From an optimization exercise on the open Yosys and OpenROAD flow, aimed at small area; shortcuts taken in it are not production practice. Only simulation tests tie the RTL to the original design; equivalence was not proved. Power and IR drop assume default switching activity.

**flow/design.v**
```verilog
`timescale 1ns / 1ps
module freq_divider(
    input clk_in,   
    input rst, 
    input [1:0] sel,
    output reg clk_en
);
    reg [7:0] counter;
    reg [7:0] current_divisor;
    always @(*) begin
        case (sel)
            2'b00: current_divisor = 8'd195;  
            2'b01: current_divisor = 8'd39;  
            2'b10: current_divisor = 8'd4;  
            2'b11: current_divisor = 8'd2;   
            default: current_divisor = 8'd195;  
        endcase
    end
    always @(posedge clk_in or posedge rst) begin
        if (rst) begin
            counter <= 8'd0;
            clk_en <= 0;
        end else begin
            if (counter == (current_divisor - 1)) begin
                counter <= 8'd0;
					 clk_en <= 1;
            end else begin
                counter <= counter + 1'd1;
					 clk_en <=0;
				end 
            end
    end
endmodule
module square_wave(
    input clk,rst,
	 input [1:0] dc,
	 input clk_en,
	 output reg level,
	 output reg signed [15:0] square_out
);
	reg [7:0] counter;
   reg [7:0] dc_max;
always@(*)
  begin
    case (dc)
	  2'b00 : dc_max = 8'd32 ;   
	  2'b01 : dc_max = 8'd64 ;   
	  2'b10 : dc_max = 8'd128;   
	  2'b11 : dc_max = 8'd192;   
	endcase
end
always@(posedge clk)
  begin
    if (rst) 
	       counter <= 8'd0;
	 else if (clk_en)
          counter <= counter + 1'b1;
  end
always@(posedge clk)
  begin
    level <= (counter < dc_max);
		 if (counter < dc_max)
		    square_out <= 16'sd32767;
		 else 
		    square_out <= -16'sd32768;	  		  
		   end
endmodule
module saw_wave (
 input clk,rst,
 input dc,
 input clk_en,
 input [1:0] dc_sel,
 output reg signed [15:0] saw_out
);
 reg signed [15:0] step;
always@(*) begin
 case (dc_sel)
   2'b00: step = 16'd2048;
	2'b01: step = 16'd1024;
	2'b10: step = 16'd512;
	2'b11: step = 16'd341;
	 endcase
end
always@(posedge clk )
 begin
  if (rst) 
     saw_out <= -16'sd32768;
  else if (clk_en) begin 
   if (dc)
     saw_out <= saw_out + step;
	 else
	  saw_out <= -16'sd32768;
 end
 end
endmodule
module trig_wave(
 input clk,rst,
 input dc,
 input clk_en,
 input [1:0] dc_sel,
 output reg signed [15:0] trig_out
);
 reg signed [15:0] step_up;
 reg signed [15:0] step_down;
always@(*) begin
 case (dc_sel)
   2'b00: step_up = 16'd2048;
	2'b01: step_up = 16'd1024;
	2'b10: step_up = 16'd512;
	2'b11: step_up = 16'd341;
	 endcase
end
always@(*) begin
 case (dc_sel)
   2'b00: step_down = 16'd292;
	2'b01: step_down = 16'd341;
	2'b10: step_down = 16'd512;
	2'b11: step_down = 16'd1024;
	 endcase
end
always@(posedge clk) 
 begin
  if (rst) 
	 trig_out <= -16'sd32768;
  else if (clk_en) begin
   if (dc) begin
	 if (trig_out > 16'sd32767 - step_up)
	     trig_out <= 16'sd32767;
	 else 
	     trig_out <= trig_out + step_up;
	  end else begin
	   if (trig_out < -16'sd32768 + step_down)
		  trig_out <= -16'sd32768;
	   else
	     trig_out <= trig_out - step_down;
     end
	  end
end
endmodule
module lut_sin (
    input  wire [7:0]  address,
    input  wire        clock,
    output reg  [15:0] q
);
    reg [7:0]  addr_q;
    reg [15:0] word;
    always @(*) begin
        case (addr_q)
            8'd0: word = 16'h0000;
            8'd1: word = 16'h0324;
            8'd2: word = 16'h0648;
            8'd3: word = 16'h096A;
            8'd4: word = 16'h0C8C;
            8'd5: word = 16'h0FAB;
            8'd6: word = 16'h12C8;
            8'd7: word = 16'h15E2;
            8'd8: word = 16'h18F9;
            8'd9: word = 16'h1C0B;
            8'd10: word = 16'h1F1A;
            8'd11: word = 16'h2223;
            8'd12: word = 16'h2528;
            8'd13: word = 16'h2826;
            8'd14: word = 16'h2B1F;
            8'd15: word = 16'h2E11;
            8'd16: word = 16'h30FB;
            8'd17: word = 16'h33DF;
            8'd18: word = 16'h36BA;
            8'd19: word = 16'h398C;
            8'd20: word = 16'h3C56;
            8'd21: word = 16'h3F17;
            8'd22: word = 16'h41CE;
            8'd23: word = 16'h447A;
            8'd24: word = 16'h471C;
            8'd25: word = 16'h49B4;
            8'd26: word = 16'h4C3F;
            8'd27: word = 16'h4EBF;
            8'd28: word = 16'h5133;
            8'd29: word = 16'h539B;
            8'd30: word = 16'h55F5;
            8'd31: word = 16'h5842;
            8'd32: word = 16'h5A82;
            8'd33: word = 16'h5CB3;
            8'd34: word = 16'h5ED7;
            8'd35: word = 16'h60EB;
            8'd36: word = 16'h62F1;
            8'd37: word = 16'h64E8;
            8'd38: word = 16'h66CF;
            8'd39: word = 16'h68A6;
            8'd40: word = 16'h6A6D;
            8'd41: word = 16'h6C23;
            8'd42: word = 16'h6DC9;
            8'd43: word = 16'h6F5E;
            8'd44: word = 16'h70E2;
            8'd45: word = 16'h7254;
            8'd46: word = 16'h73B5;
            8'd47: word = 16'h7504;
            8'd48: word = 16'h7641;
            8'd49: word = 16'h776B;
            8'd50: word = 16'h7884;
            8'd51: word = 16'h7989;
            8'd52: word = 16'h7A7C;
            8'd53: word = 16'h7B5C;
            8'd54: word = 16'h7C29;
            8'd55: word = 16'h7CE3;
            8'd56: word = 16'h7D89;
            8'd57: word = 16'h7E1D;
            8'd58: word = 16'h7E9C;
            8'd59: word = 16'h7F09;
            8'd60: word = 16'h7F61;
            8'd61: word = 16'h7FA6;
            8'd62: word = 16'h7FD8;
            8'd63: word = 16'h7FF5;
            8'd64: word = 16'h7FFF;
            8'd65: word = 16'h7FF5;
            8'd66: word = 16'h7FD8;
            8'd67: word = 16'h7FA6;
            8'd68: word = 16'h7F61;
            8'd69: word = 16'h7F09;
            8'd70: word = 16'h7E9C;
            8'd71: word = 16'h7E1D;
            8'd72: word = 16'h7D89;
            8'd73: word = 16'h7CE3;
            8'd74: word = 16'h7C29;
            8'd75: word = 16'h7B5C;
            8'd76: word = 16'h7A7C;
            8'd77: word = 16'h7989;
            8'd78: word = 16'h7884;
            8'd79: word = 16'h776B;
            8'd80: word = 16'h7641;
            8'd81: word = 16'h7504;
            8'd82: word = 16'h73B5;
            8'd83: word = 16'h7254;
            8'd84: word = 16'h70E2;
            8'd85: word = 16'h6F5E;
            8'd86: word = 16'h6DC9;
            8'd87: word = 16'h6C23;
            8'd88: word = 16'h6A6D;
            8'd89: word = 16'h68A6;
            8'd90: word = 16'h66CF;
            8'd91: word = 16'h64E8;
            8'd92: word = 16'h62F1;
            8'd93: word = 16'h60EB;
            8'd94: word = 16'h5ED7;
            8'd95: word = 16'h5CB3;
            8'd96: word = 16'h5A82;
            8'd97: word = 16'h5842;
            8'd98: word = 16'h55F5;
            8'd99: word = 16'h539B;
            8'd100: word = 16'h5133;
            8'd101: word = 16'h4EBF;
            8'd102: word = 16'h4C3F;
            8'd103: word = 16'h49B4;
            8'd104: word = 16'h471C;
            8'd105: word = 16'h447A;
            8'd106: word = 16'h41CE;
            8'd107: word = 16'h3F17;
            8'd108: word = 16'h3C56;
            8'd109: word = 16'h398C;
            8'd110: word = 16'h36BA;
            8'd111: word = 16'h33DF;
            8'd112: word = 16'h30FB;
            8'd113: word = 16'h2E11;
            8'd114: word = 16'h2B1F;
            8'd115: word = 16'h2826;
            8'd116: word = 16'h2528;
            8'd117: word = 16'h2223;
            8'd118: word = 16'h1F1A;
            8'd119: word = 16'h1C0B;
            8'd120: word = 16'h18F9;
            8'd121: word = 16'h15E2;
            8'd122: word = 16'h12C8;
            8'd123: word = 16'h0FAB;
            8'd124: word = 16'h0C8C;
            8'd125: word = 16'h096A;
            8'd126: word = 16'h0648;
            8'd127: word = 16'h0324;
            8'd128: word = 16'h0000;
            8'd129: word = 16'hFCDC;
            8'd130: word = 16'hF9B8;
            8'd131: word = 16'hF696;
            8'd132: word = 16'hF374;
            8'd133: word = 16'hF055;
            8'd134: word = 16'hED38;
            8'd135: word = 16'hEA1E;
            8'd136: word = 16'hE707;
            8'd137: word = 16'hE3F5;
            8'd138: word = 16'hE0E6;
            8'd139: word = 16'hDDDD;
            8'd140: word = 16'hDAD8;
            8'd141: word = 16'hD7DA;
            8'd142: word = 16'hD4E1;
            8'd143: word = 16'hD1EF;
            8'd144: word = 16'hCF05;
            8'd145: word = 16'hCC21;
            8'd146: word = 16'hC946;
            8'd147: word = 16'hC674;
            8'd148: word = 16'hC3AA;
            8'd149: word = 16'hC0E9;
            8'd150: word = 16'hBE32;
            8'd151: word = 16'hBB86;
            8'd152: word = 16'hB8E4;
            8'd153: word = 16'hB64C;
            8'd154: word = 16'hB3C1;
            8'd155: word = 16'hB141;
            8'd156: word = 16'hAECD;
            8'd157: word = 16'hAC65;
            8'd158: word = 16'hAA0B;
            8'd159: word = 16'hA7BE;
            8'd160: word = 16'hA57E;
            8'd161: word = 16'hA34D;
            8'd162: word = 16'hA129;
            8'd163: word = 16'h9F15;
            8'd164: word = 16'h9D0F;
            8'd165: word = 16'h9B18;
            8'd166: word = 16'h9931;
            8'd167: word = 16'h975A;
            8'd168: word = 16'h9593;
            8'd169: word = 16'h93DD;
            8'd170: word = 16'h9237;
            8'd171: word = 16'h90A2;
            8'd172: word = 16'h8F1E;
            8'd173: word = 16'h8DAC;
            8'd174: word = 16'h8C4B;
            8'd175: word = 16'h8AFC;
            8'd176: word = 16'h89BF;
            8'd177: word = 16'h8895;
            8'd178: word = 16'h877C;
            8'd179: word = 16'h8677;
            8'd180: word = 16'h8584;
            8'd181: word = 16'h84A4;
            8'd182: word = 16'h83D7;
            8'd183: word = 16'h831D;
            8'd184: word = 16'h8277;
            8'd185: word = 16'h81E3;
            8'd186: word = 16'h8164;
            8'd187: word = 16'h80F7;
            8'd188: word = 16'h809F;
            8'd189: word = 16'h805A;
            8'd190: word = 16'h8028;
            8'd191: word = 16'h800B;
            8'd192: word = 16'h8001;
            8'd193: word = 16'h800B;
            8'd194: word = 16'h8028;
            8'd195: word = 16'h805A;
            8'd196: word = 16'h809F;
            8'd197: word = 16'h80F7;
            8'd198: word = 16'h8164;
            8'd199: word = 16'h81E3;
            8'd200: word = 16'h8277;
            8'd201: word = 16'h831D;
            8'd202: word = 16'h83D7;
            8'd203: word = 16'h84A4;
            8'd204: word = 16'h8584;
            8'd205: word = 16'h8677;
            8'd206: word = 16'h877C;
            8'd207: word = 16'h8895;
            8'd208: word = 16'h89BF;
            8'd209: word = 16'h8AFC;
            8'd210: word = 16'h8C4B;
            8'd211: word = 16'h8DAC;
            8'd212: word = 16'h8F1E;
            8'd213: word = 16'h90A2;
            8'd214: word = 16'h9237;
            8'd215: word = 16'h93DD;
            8'd216: word = 16'h9593;
            8'd217: word = 16'h975A;
            8'd218: word = 16'h9931;
            8'd219: word = 16'h9B18;
            8'd220: word = 16'h9D0F;
            8'd221: word = 16'h9F15;
            8'd222: word = 16'hA129;
            8'd223: word = 16'hA34D;
            8'd224: word = 16'hA57E;
            8'd225: word = 16'hA7BE;
            8'd226: word = 16'hAA0B;
            8'd227: word = 16'hAC65;
            8'd228: word = 16'hAECD;
            8'd229: word = 16'hB141;
            8'd230: word = 16'hB3C1;
            8'd231: word = 16'hB64C;
            8'd232: word = 16'hB8E4;
            8'd233: word = 16'hBB86;
            8'd234: word = 16'hBE32;
            8'd235: word = 16'hC0E9;
            8'd236: word = 16'hC3AA;
            8'd237: word = 16'hC674;
            8'd238: word = 16'hC946;
            8'd239: word = 16'hCC21;
            8'd240: word = 16'hCF05;
            8'd241: word = 16'hD1EF;
            8'd242: word = 16'hD4E1;
            8'd243: word = 16'hD7DA;
            8'd244: word = 16'hDAD8;
            8'd245: word = 16'hDDDD;
            8'd246: word = 16'hE0E6;
            8'd247: word = 16'hE3F5;
            8'd248: word = 16'hE707;
            8'd249: word = 16'hEA1E;
            8'd250: word = 16'hED38;
            8'd251: word = 16'hF055;
            8'd252: word = 16'hF374;
            8'd253: word = 16'hF696;
            8'd254: word = 16'hF9B8;
            8'd255: word = 16'hFCDC;
            default: word = 16'h0000;
        endcase
    end
    always @(posedge clock) begin
        addr_q <= address;
        q      <= word;
    end
endmodule
`timescale 1ns / 1ps
module sin_wave (
 input clk, rst,
 input clk_en,
 output signed [15:0] sin_out
);
 reg [7:0] addr;
 lut_sin u_rom(
  .address   (addr),
  .clock     (clk),
  .q         (sin_out)
);
always@(posedge clk)
 begin
  if (rst) 
   addr <= 8'h00;
 else if (clk_en)
   addr <= addr + 1'b1;
end
endmodule
module lut_ecg (
    input  wire [7:0]  address,
    input  wire        clock,
    output reg  [15:0] q
);
    reg [7:0]  addr_q;
    reg [15:0] word;
    always @(*) begin
        case (addr_q)
            8'd0: word = 16'h0000;
            8'd1: word = 16'h0000;
            8'd2: word = 16'h0000;
            8'd3: word = 16'h0000;
            8'd4: word = 16'h0000;
            8'd5: word = 16'h0000;
            8'd6: word = 16'h0000;
            8'd7: word = 16'h0000;
            8'd8: word = 16'h0000;
            8'd9: word = 16'h0000;
            8'd10: word = 16'h0000;
            8'd11: word = 16'h0000;
            8'd12: word = 16'h0000;
            8'd13: word = 16'h0000;
            8'd14: word = 16'h0000;
            8'd15: word = 16'h0000;
            8'd16: word = 16'h0000;
            8'd17: word = 16'h0000;
            8'd18: word = 16'h0000;
            8'd19: word = 16'h0000;
            8'd20: word = 16'h0000;
            8'd21: word = 16'h0000;
            8'd22: word = 16'h0000;
            8'd23: word = 16'h0000;
            8'd24: word = 16'h0000;
            8'd25: word = 16'h0000;
            8'd26: word = 16'h0000;
            8'd27: word = 16'h0000;
            8'd28: word = 16'h0000;
            8'd29: word = 16'h0001;
            8'd30: word = 16'h0002;
            8'd31: word = 16'h0004;
            8'd32: word = 16'h0007;
            8'd33: word = 16'h000E;
            8'd34: word = 16'h0019;
            8'd35: word = 16'h002C;
            8'd36: word = 16'h004A;
            8'd37: word = 16'h007A;
            8'd38: word = 16'h00C2;
            8'd39: word = 16'h0129;
            8'd40: word = 16'h01B8;
            8'd41: word = 16'h0276;
            8'd42: word = 16'h0368;
            8'd43: word = 16'h048E;
            8'd44: word = 16'h05E2;
            8'd45: word = 16'h0759;
            8'd46: word = 16'h08DE;
            8'd47: word = 16'h0A57;
            8'd48: word = 16'h0BA8;
            8'd49: word = 16'h0CB2;
            8'd50: word = 16'h0D5D;
            8'd51: word = 16'h0D98;
            8'd52: word = 16'h0D5D;
            8'd53: word = 16'h0CB2;
            8'd54: word = 16'h0BA8;
            8'd55: word = 16'h0A57;
            8'd56: word = 16'h08DE;
            8'd57: word = 16'h0759;
            8'd58: word = 16'h05E2;
            8'd59: word = 16'h048E;
            8'd60: word = 16'h0368;
            8'd61: word = 16'h0276;
            8'd62: word = 16'h01B8;
            8'd63: word = 16'h0129;
            8'd64: word = 16'h00C2;
            8'd65: word = 16'h007A;
            8'd66: word = 16'h004A;
            8'd67: word = 16'h002C;
            8'd68: word = 16'h0019;
            8'd69: word = 16'h000E;
            8'd70: word = 16'h0007;
            8'd71: word = 16'h0004;
            8'd72: word = 16'h0002;
            8'd73: word = 16'h0001;
            8'd74: word = 16'h0000;
            8'd75: word = 16'h0000;
            8'd76: word = 16'h0000;
            8'd77: word = 16'h0000;
            8'd78: word = 16'h0000;
            8'd79: word = 16'h0000;
            8'd80: word = 16'h0000;
            8'd81: word = 16'h0000;
            8'd82: word = 16'h0000;
            8'd83: word = 16'h0000;
            8'd84: word = 16'h0000;
            8'd85: word = 16'h0000;
            8'd86: word = 16'h0000;
            8'd87: word = 16'h0000;
            8'd88: word = 16'h0000;
            8'd89: word = 16'h0000;
            8'd90: word = 16'h0000;
            8'd91: word = 16'h0000;
            8'd92: word = 16'h0000;
            8'd93: word = 16'h0000;
            8'd94: word = 16'h0000;
            8'd95: word = 16'h0000;
            8'd96: word = 16'h0000;
            8'd97: word = 16'h0000;
            8'd98: word = 16'h0000;
            8'd99: word = 16'h0000;
            8'd100: word = 16'h0000;
            8'd101: word = 16'h0000;
            8'd102: word = 16'h0000;
            8'd103: word = 16'h0000;
            8'd104: word = 16'h0000;
            8'd105: word = 16'h0000;
            8'd106: word = 16'h0000;
            8'd107: word = 16'hFFFF;
            8'd108: word = 16'hFFFB;
            8'd109: word = 16'hFFE0;
            8'd110: word = 16'hFF5E;
            8'd111: word = 16'hFDA8;
            8'd112: word = 16'hF9A1;
            8'd113: word = 16'hF345;
            8'd114: word = 16'hED4D;
            8'd115: word = 16'hEBCF;
            8'd116: word = 16'hEFF8;
            8'd117: word = 16'hF6A4;
            8'd118: word = 16'hFBFC;
            8'd119: word = 16'hFEBB;
            8'd120: word = 16'hFFB5;
            8'd121: word = 16'hFFF5;
            8'd122: word = 16'h0017;
            8'd123: word = 16'h010C;
            8'd124: word = 16'h0729;
            8'd125: word = 16'h1E46;
            8'd126: word = 16'h4F28;
            8'd127: word = 16'h7FFF;
            8'd128: word = 16'h7FFF;
            8'd129: word = 16'h4F28;
            8'd130: word = 16'h1E46;
            8'd131: word = 16'h0729;
            8'd132: word = 16'h010C;
            8'd133: word = 16'h0016;
            8'd134: word = 16'hFFEC;
            8'd135: word = 16'hFF83;
            8'd136: word = 16'hFDE3;
            8'd137: word = 16'hF94E;
            8'd138: word = 16'hF067;
            8'd139: word = 16'hE547;
            8'd140: word = 16'hDE58;
            8'd141: word = 16'hE0D6;
            8'd142: word = 16'hEAC8;
            8'd143: word = 16'hF561;
            8'd144: word = 16'hFC17;
            8'd145: word = 16'hFEF1;
            8'd146: word = 16'hFFCA;
            8'd147: word = 16'hFFF8;
            8'd148: word = 16'hFFFF;
            8'd149: word = 16'h0000;
            8'd150: word = 16'h0000;
            8'd151: word = 16'h0000;
            8'd152: word = 16'h0001;
            8'd153: word = 16'h0001;
            8'd154: word = 16'h0002;
            8'd155: word = 16'h0003;
            8'd156: word = 16'h0005;
            8'd157: word = 16'h0008;
            8'd158: word = 16'h000C;
            8'd159: word = 16'h0011;
            8'd160: word = 16'h001A;
            8'd161: word = 16'h0025;
            8'd162: word = 16'h0036;
            8'd163: word = 16'h004D;
            8'd164: word = 16'h006C;
            8'd165: word = 16'h0097;
            8'd166: word = 16'h00CF;
            8'd167: word = 16'h0118;
            8'd168: word = 16'h0177;
            8'd169: word = 16'h01F1;
            8'd170: word = 16'h0289;
            8'd171: word = 16'h0346;
            8'd172: word = 16'h042C;
            8'd173: word = 16'h0541;
            8'd174: word = 16'h068A;
            8'd175: word = 16'h0809;
            8'd176: word = 16'h09C1;
            8'd177: word = 16'h0BB1;
            8'd178: word = 16'h0DD9;
            8'd179: word = 16'h1033;
            8'd180: word = 16'h12B8;
            8'd181: word = 16'h155E;
            8'd182: word = 16'h1817;
            8'd183: word = 16'h1AD4;
            8'd184: word = 16'h1D83;
            8'd185: word = 16'h2011;
            8'd186: word = 16'h226B;
            8'd187: word = 16'h247D;
            8'd188: word = 16'h2636;
            8'd189: word = 16'h2787;
            8'd190: word = 16'h2863;
            8'd191: word = 16'h28C3;
            8'd192: word = 16'h28A3;
            8'd193: word = 16'h2804;
            8'd194: word = 16'h26EC;
            8'd195: word = 16'h2566;
            8'd196: word = 16'h237E;
            8'd197: word = 16'h2146;
            8'd198: word = 16'h1ECF;
            8'd199: word = 16'h1C2E;
            8'd200: word = 16'h1976;
            8'd201: word = 16'h16B9;
            8'd202: word = 16'h1408;
            8'd203: word = 16'h1171;
            8'd204: word = 16'h0F00;
            8'd205: word = 16'h0CBF;
            8'd206: word = 16'h0AB2;
            8'd207: word = 16'h08DE;
            8'd208: word = 16'h0742;
            8'd209: word = 16'h05DF;
            8'd210: word = 16'h04B1;
            8'd211: word = 16'h03B3;
            8'd212: word = 16'h02E3;
            8'd213: word = 16'h0239;
            8'd214: word = 16'h01B0;
            8'd215: word = 16'h0145;
            8'd216: word = 16'h00F1;
            8'd217: word = 16'h00B1;
            8'd218: word = 16'h0080;
            8'd219: word = 16'h005B;
            8'd220: word = 16'h0041;
            8'd221: word = 16'h002D;
            8'd222: word = 16'h001F;
            8'd223: word = 16'h0015;
            8'd224: word = 16'h000E;
            8'd225: word = 16'h0009;
            8'd226: word = 16'h0006;
            8'd227: word = 16'h0004;
            8'd228: word = 16'h0003;
            8'd229: word = 16'h0002;
            8'd230: word = 16'h0001;
            8'd231: word = 16'h0001;
            8'd232: word = 16'h0000;
            8'd233: word = 16'h0000;
            8'd234: word = 16'h0000;
            8'd235: word = 16'h0000;
            8'd236: word = 16'h0000;
            8'd237: word = 16'h0000;
            8'd238: word = 16'h0000;
            8'd239: word = 16'h0000;
            8'd240: word = 16'h0000;
            8'd241: word = 16'h0000;
            8'd242: word = 16'h0000;
            8'd243: word = 16'h0000;
            8'd244: word = 16'h0000;
            8'd245: word = 16'h0000;
            8'd246: word = 16'h0000;
            8'd247: word = 16'h0000;
            8'd248: word = 16'h0000;
            8'd249: word = 16'h0000;
            8'd250: word = 16'h0000;
            8'd251: word = 16'h0000;
            8'd252: word = 16'h0000;
            8'd253: word = 16'h0000;
            8'd254: word = 16'h0000;
            8'd255: word = 16'h0000;
            default: word = 16'h0000;
        endcase
    end
    always @(posedge clock) begin
        addr_q <= address;
        q      <= word;
    end
endmodule
module ecg_wave(
 input clk,rst,
 input clk_en,
 output signed [15:0] ecg_out
);
 reg [7:0] addr;
 lut_ecg u_rom(addr,clk,ecg_out);
always@(posedge clk)
 begin
  if (rst)
   addr <= 8'h00;
  else if (clk_en)
   addr <= addr + 1'b1;
	 end
endmodule
module mux5to1 (
    input [2:0] sel,
    input signed [15:0] i0,
    input signed [15:0] i1, 
    input signed [15:0] i2, 
    input signed [15:0] i3, 
    input signed [15:0] i4, 
    output signed [15:0] out
);
assign out =
            (sel ==3'b000) ? i0:
            (sel ==3'b001) ? i1:
            (sel ==3'b010) ? i2:
            (sel ==3'b011) ? i3:
            (sel ==3'b100) ? i4:
                          16'sd0;
endmodule
module top_wave (
 input clk,
 input rst,
 input [1:0] dc,
 input [1:0] sel,
 input [2:0] sel_wave,
 output  signed [15:0] wave_final
);
  wire [1:0] sel_i = sel;
  wire clk_en_tb;
  wire signed [15:0] i0;
  wire signed [15:0] i1;
  wire signed [15:0] i2;
  wire signed [15:0] i3;
  wire signed [15:0] i4;
  wire level;
 freq_divider u_freq_divider (
   .clk_in (clk),
	.rst    (rst),
	.sel    (sel),
	.clk_en (clk_en_tb)
);
 square_wave u_square_wave (
   .clk  (clk),
	.rst  (rst),
	.dc   (dc),
	.clk_en (clk_en_tb),
	.level (level),
	.square_out (i0)
);
 saw_wave u_saw_wave (
   .clk (clk),
	.rst (rst),
   .clk_en (clk_en_tb),
	.dc  (level),
	.dc_sel (sel_i),
	.saw_out (i1)
);
 trig_wave u_trig_wave (
   .clk    (clk),
	.rst    (rst),
	.clk_en (clk_en_tb),
	.dc     (level),
	.dc_sel (sel_i),
	.trig_out (i2)
);
 sin_wave u_sin_wave (
   .clk (clk),
   .rst (rst),
   .clk_en (clk_en_tb),
   .sin_out (i3)
);
 ecg_wave u_ecg_wave (
   .clk     (clk),
   .rst     (rst),
   .clk_en  (clk_en_tb),
   .ecg_out (i4)
);
 mux5to1 u_mux (sel_wave,i0,i1,i2,i3,i4,wave_final);
endmodule
module amp(
 input signed [15:0] wave,
 input [2:0] amp_sel,
 output signed [23:0] wave_out
);
wire signed [23:0] wave_ext;
assign wave_ext = {{8{wave[15]}},wave};
assign wave_out =
                  (amp_sel ==3'b000) ? wave_ext:
                  (amp_sel ==3'b001) ? (wave_ext >>>1):
						(amp_sel ==3'b010) ? (wave_ext >>>2):
						(amp_sel ==3'b011) ? (wave_ext <<<1):
						(amp_sel ==3'b100) ? (wave_ext <<<2):
						        wave_ext;
endmodule 
module wave_gen(
 input clk,rst,
 input [1:0] sel_f,
 input [1:0] dc_sel,
 input [2:0] amp_sel,
 input [2:0] sel_wave,
 output signed [23:0] gen_out
);
wire signed [15:0] wave_raw;
top_wave u_top_wave (
  .clk        (clk),
  .rst        (rst),
  .dc         (dc_sel),
  .sel        (sel_f),
  .sel_wave   (sel_wave),
  .wave_final (wave_raw)
);
amp u_amp(
  .wave (wave_raw),
  .amp_sel (amp_sel),
  .wave_out (gen_out)
);
endmodule 
module noise_freq(
 input clk_i,
 input rst_i,
 input [1:0] sel_i,
 output reg en_f
);
reg [15:0] div_value; 
reg [15:0] counter;
always@(*) begin
  case(sel_i)
     2'b00: div_value = 16'd2500;  
	  2'b01: div_value = 16'd500;  
	  2'b10: div_value = 16'd250;  
	  2'b11: div_value = 16'd125;   
	  default: div_value = 16'd2500;
	    endcase
end
always@(posedge clk_i) begin
 if (rst_i) begin
     counter <= 16'd0;
	  en_f <= 0;
 end else if (counter == div_value - 1) begin
     counter <= 16'd0;
	  en_f <= 1;
 end 
  else begin
     counter <= counter + 1'b1;
	  en_f <= 0;
 end
  end
endmodule
module noise_gen(
  input clk_g,
  input rst_i,
  input en_g,
  output reg signed [15:0] gen_o
);
 wire feedback;
 assign feedback = gen_o[15] ^
                   gen_o[13] ^
			 		    gen_o[12] ^
			          gen_o[10];
always@(posedge clk_g) 
 begin
  if (rst_i)
      gen_o <= 16'b1010110100111000;
  else if (en_g)
      gen_o <= {feedback,gen_o[15:1]};
	 end
endmodule	
module noise_top(
 input clk_t,
 input rst_t,
 input [1:0] sel_n,
 input [2:0] sel_amp,
 output signed [23:0] top_o
);
 wire signed [15:0] raw_noise;
 wire en_t;
 noise_freq u_noise_freq (
     .clk_i (clk_t),
	  .rst_i (rst_t),
	  .sel_i (sel_n),
	  .en_f (en_t)
);
 noise_gen u_noise_gen (
     .clk_g (clk_t),
	  .rst_i (rst_t),
	  .en_g  (en_t),
	  .gen_o (raw_noise)  
);
  amp u_amp (
     .wave (raw_noise),
	  .amp_sel (sel_amp),
	  .wave_out (top_o)
);
endmodule
module wave_wrapper(
 input clk,
 input rst,
 input enable,
 input [2:0] wave_in_wrapper,
 input [2:0] amp_wrapper,
 input [1:0] dc_wrapper,
 input [1:0] sel_f_wrapper,
 input [1:0] noise_sel, 
 input [2:0] noise_amp,
 output reg signed [23:0] wave_out
);
 wire signed [23:0] wave_in;
 wire signed [23:0] noise_in;
 wave_gen u_wave_gen(
  .clk       (clk),
  .rst       (rst),
  .sel_f     (sel_f_wrapper),
  .dc_sel    (dc_wrapper),
  .amp_sel   (amp_wrapper),
  .sel_wave  (wave_in_wrapper),
  .gen_out   (wave_in)
);
 noise_top u_noise_top(
  .clk_t (clk),
  .rst_t (rst),
  .sel_n (noise_sel),
  .sel_amp (noise_amp),
  .top_o (noise_in)
);
always@(posedge clk)
 begin
   if(rst) 
	  wave_out <= 0;
	else if (enable)
         wave_out <= wave_in;
   else
         wave_out <= wave_in + noise_in;
		end
endmodule	
```
**flow/run.sh**
```bash
#!/bin/bash
# synth_recipe.tcl (not shown) runs the flow's synth.tcl, then flattens the netlist and writes it again
# the make line also repeats each setting of config.mk as NAME=value (left out here)
make -C /OpenROAD-flow-scripts/flow DESIGN_CONFIG=/design/flow/config.mk WORK_HOME=/design/flow/orfs CLKGATE_MAP_FILE= SYNTH_SCRIPT=/design/flow/synth_recipe.tcl finish
```
**flow/config.mk**
```make
export PLATFORM = sky130hd
export DESIGN_NAME = wave_wrapper
export DESIGN_NICKNAME = wave_wrapper
export VERILOG_FILES = /design/flow/design.v
export SDC_FILE = /design/flow/constraint.sdc
export NUM_CORES = 8
export LEC_CHECK = 0
export CAP_MARGIN = 20
export CORE_MARGIN = 2
export CORE_UTILIZATION = 40
export SLEW_MARGIN = 20
```
**flow/constraint.sdc**
```tcl
create_clock -name core_clock -period 10.0 [get_ports {clk}]
set_input_delay 2.0000 -clock core_clock [delete_from_list [all_inputs] [get_ports {clk}]]
set_output_delay 2.0000 -clock core_clock [all_outputs]
set_load 0.01 [all_outputs]
```
==> metrics.csv <==
stage,metric,value,unit
worst_setup_path,crit_path_max_incr_delay,0.82,ns
placed_design,port_buffers,41,
worst_setup_path,path_cells,"clkdlybuf4s50_1, or4_1, o21ai_1, inv_1, mux4_2, nand2_1, nand2_1, ha_1, or4_4, a2111oi_4, o21ai_2, a311oi_2, o21ai_2, a21o_1, a221oi_2",
drt,num_vias,19397,
timing,layout_min_cycle_time,6.261,ns
synthesis,synth_compound_area_share,31.47,%
worst_setup_path,worstSetupPathType,input port to flip-flop,
synthesis,synth-edff-count,0,
worst_hold_path,min-delay-start,u_wave_gen.u_top_wave.u_ecg_wave.addr[7],
drt,final_antenna_net_count,0,
pwr,p_total,0.001683,W
synthesis,ys_seq_area_share,19.39,%
worst_setup_path,cp_num_buf_inv,2,
clock_network,cts.htree.levels,4,
timing,rsz0062_at_grt,false,
placed_design,gp_congestion,1.020,
worst_setup_path,crit_arrival,6.64,ns
synthesis,avgSynthCellArea,7.104,um2
synthesis,synth_flop_cell,dfxtp_1,
synthesis,mappedNetlistNets,2598,
pwr,total_leakage_power,6.796,nW
finish,nets,2487,
worst_setup_path,cp_max_fo,16,
synthesis,synthAdderAreaFrac,8.634,%
finish,utilization,43.11,%
global_routing,grt_pass1_vias,17661,
clock_network,clk_path_buf_depth,2,
synthesis,synth_xor_xnor_area_share,3.909,%
clock_network,postCtsHoldBufs,0,
finish,area_delta_synth_final,6.257,%
drt,drt_iter0_markers,2695,
worst_setup_path,crit_start,wave_in_wrapper[1],
timing,skew,0.01669,ns
drt,drc,0,
timing,slew_headroom,28.51,%
synthesis,yosys.area_share.simple,23.80,%
die,io_pins,42,
timing,post-route-period-util,62.61,%
synthesis,async_flop_share,5.389,%
pwr,p_per_area,90.64,nW/um2
clock_network,cts_resized,0,
clock_network,clkTransAtPathRegs,0.07,ns
global_routing,grt_usage,28.29,%
synthesis,ys_types,86,
drt,wl,65170,um
drt,wl_per_cell,22.11,um
worst_setup_path,rr_startpoint,u_wave_gen.u_top_wave.u_square_wave.square_out[14],
clock_network,clk_latency,0.46,ns
clock_network,numCtsBuffers,17,
worst_setup_path,critical_path.slowest_cell,or4_1,
global_routing,grt_pass1_wl,101100,um
synthesis,yosysWarnings,11,
pwr,max-vdd-ir-drop,0.1309,mV
finish,drive_above_1_share,6.393,%
global_routing,grt_antenna_before_repair,1,
die,rows,76,
global_routing,grt_max_degree,98,
worst_setup_path,end_kind,flip-flop,
worst_setup_path,critical-path-top-delay-family,compound AO/OA/AOI/OAI gates,
die,die_y,213.0,um
die,start_util,40.57,%
clock_network,numClockSinks,167,
global_routing,grt_overflow,0,
die,fp.coreArea,43080,um2
drt,drtPass1Iterations,7,
run,cap_viol_max_count,0,
timing,drv_slew,0,
timing,finalSetupTns,0,ns
die,dieArea,45380,um2
finish,final_common_cell,nor2_1,
timing,worst_slew_pin_slew,1.072,ns
outcome,outcome,timing/DRC/antenna clean,
worst_setup_path,start_kind,input port,
synthesis,syn_area,17480,um2
clock_network,cts_setup_buffers,0,
placed_design,hpwl,45750,um
drt,viasPerCell,6.580,
finish,final_cell_mix,"nor2_1, nand2_1, o21ai_0",
synthesis,synthMuxAreaShare,6.536,%
timing,finalHoldViolations,0,
synthesis,synth_seq_cells,167,
timing,max_freq,159.7,MHz
clock_network,root_buffer,clkbuf_16,
worst_hold_path,hold_path.class,flip-flop to flip-flop,
synthesis,synth_top_family_by_area,compound AO/OA/AOI/OAI gates,
synthesis,syn-instance-count,2460,
timing,finalSetupViolations,0,
worst_setup_path,crit_required,10.38,ns
die,die_w,213.0,um
clock_network,cts_tree,yes,
final timing paths:
path / slack, ns / cells after the start / to
min reg2reg: 0.37 / 0 / u_wave_gen.u_top_wave.u_ecg_wave.u_rom.addr_q[7]
max reg2reg: 5.48 / 15 / wave_out[22]
min in group asynchronous: 1.64 / 3 / u_wave_gen.u_top_wave.u_freq_divider.counter[2]
max in group asynchronous: 8.07 / 3 / u_wave_gen.u_top_wave.u_freq_divider.clk_en
max: 3.74 / 15 / wave_out[22]
min: 0.37 / 0 / u_wave_gen.u_top_wave.u_ecg_wave.u_rom.addr_q[7]
synthesized netlist by cell type, drive strengths merged, types with 15 or more instances:
master | count | area share, %
o211ai | 32 | 1.4
clkbuf | 127 | 2.7
nand4 | 19 | 0.68
o311ai | 15 | 0.75
a31oi | 71 | 2.5
a311oi | 16 | 0.84
and3 | 19 | 0.68
buf | 74 | 2.1
nor2 | 277 | 5.9
nor3 | 78 | 2.3
o21ai | 228 | 6.6
xor2 | 44 | 2.2
o22ai | 23 | 0.82
dfxtp | 158 | 18
mux4 | 26 | 3.4
inv | 64 | 1.4
a21o | 19 | 0.82
o31ai | 18 | 0.77
o221ai | 16 | 0.80
nand3 | 67 | 1.9
xnor2 | 34 | 1.7
a21oi | 196 | 5.6
a211oi | 32 | 1.4
mux2i | 41 | 2.3
nand2b | 58 | 2.1
a22oi | 27 | 1.2
or3 | 27 | 0.97
ha | 119 | 8.5
nor2b | 39 | 1.4
nand2 | 258 | 5.5
cell families (layout without fill, tap and decap cells):
family                   Yosys count  count (layout)
buffers and inverters            269             171
other                              0               1
AND/OR/NAND/NOR                  899             899
multiplexers                      80              80
flip-flops                       167             167
adder cells (fa/ha/maj)          120             120
XOR/XNOR                          78              78
AO/OA/AOI/OAI                    847             847
sequential cells by signal (all words and copies together) (netlist names):
signal	flops
u_wave_gen.u_top_wave.u_freq_divider.clk_en	1
u_wave_gen.u_top_wave.u_ecg_wave.u_rom.q	16
u_noise_top.u_noise_freq.en_f	1
wave_out	19
u_wave_gen.u_top_wave.u_trig_wave.trig_out	16
u_wave_gen.u_top_wave.u_saw_wave.saw_out	16
u_wave_gen.u_top_wave.u_square_wave.counter	8
u_wave_gen.u_top_wave.u_sin_wave.u_rom.q	16
u_wave_gen.u_top_wave.u_sin_wave.u_rom.addr_q	8
u_noise_top.u_noise_gen.gen_o	16
u_wave_gen.u_top_wave.u_ecg_wave.addr	8
u_wave_gen.u_top_wave.u_square_wave.square_out	2
u_wave_gen.u_top_wave.u_sin_wave.addr	8
u_wave_gen.u_top_wave.u_ecg_wave.u_rom.addr_q	8
u_wave_gen.u_top_wave.u_freq_divider.counter	8
u_noise_top.u_noise_freq.counter	16
per-layer routing:
| layer | wire length, um | track usage, % | part of all wire (%) | vias to the layer above |
|---|---|---|---|---|
| li1 | - | - | - | 8824 |
| met1 | 27470 | 39.25 | 42 | 9060 |
| met2 | 27720 | 42.17 | 43 | 1293 |
| met3 | 7057 | 5.766 | 11 | 220 |
| met4 | 2917 | 12.44 | 4.5 | 0 |
| met5 | 0 | 0 | 0 | - |
cell type report:
cell class	count	area, um2
Clock inverter	12	97.59
Tap cell	585	732.0
Clock buffer	20	446.7
Timing Repair Buffer	71	625.6
Inverter	68	255.2
Antenna cell	1	2.502
Multi-Input combinational cell	2024	13010
Fill cell	4418	24510
Sequential cell	167	3403
through the flow:
| step | cell area, um2 | hold WS (ns) | std cells | worst slack [ns] |
|---|---|---|---|---|
| 3_5_place_dp | 18020 | 0.3574 | 2915 | 3.339 |
| 2_1_floorplan | 17480 | 0.3390 | 2460 | 4.514 |
| 3_3_place_gp | 18020 | 0.3496 | 2915 | 3.383 |
| 5_1_grt | 18570 | 0.3823 | 2947 | 3.509 |
| 6_report | 18570 | 0.3659 | 2948 | 3.739 |
| 4_1_cts | 18570 | 0.3665 | 2947 | 3.815 |
report_power, final:
part           internal (W)  total [W]  switching, W
logic              0.000146   0.000343      0.000197
registers          0.000694   0.000722     0.0000283
clock network      0.000327   0.000618      0.000291

## re-timing with driven ports
No port has a modelled driver above. Below, the same layout with a new extraction and two added sets of constraints. Step 1: set_driving_cell puts a clkbuf_16 on clk and a buf_2 on each other input, an assumption about the parent block. Step 2, shift: input delay + t, output delay - t, t = (earliest + latest rising clock arrival at the registers) / 2. This alone moves slack from input paths to output paths. a / b / c = ideal / step 1 / step 2; a / b = the first two.
shift t [ns]: 0.502
slack for setup (ns): 3.739 / 3.751 / 3.249
hold WS [ns]: 0.366 / 0.366 / 0.366
After both steps this run still meets setup and hold. For this run, drivers alone change the setup slack by +0.012 ns; drivers and shift together by -0.490 ns.
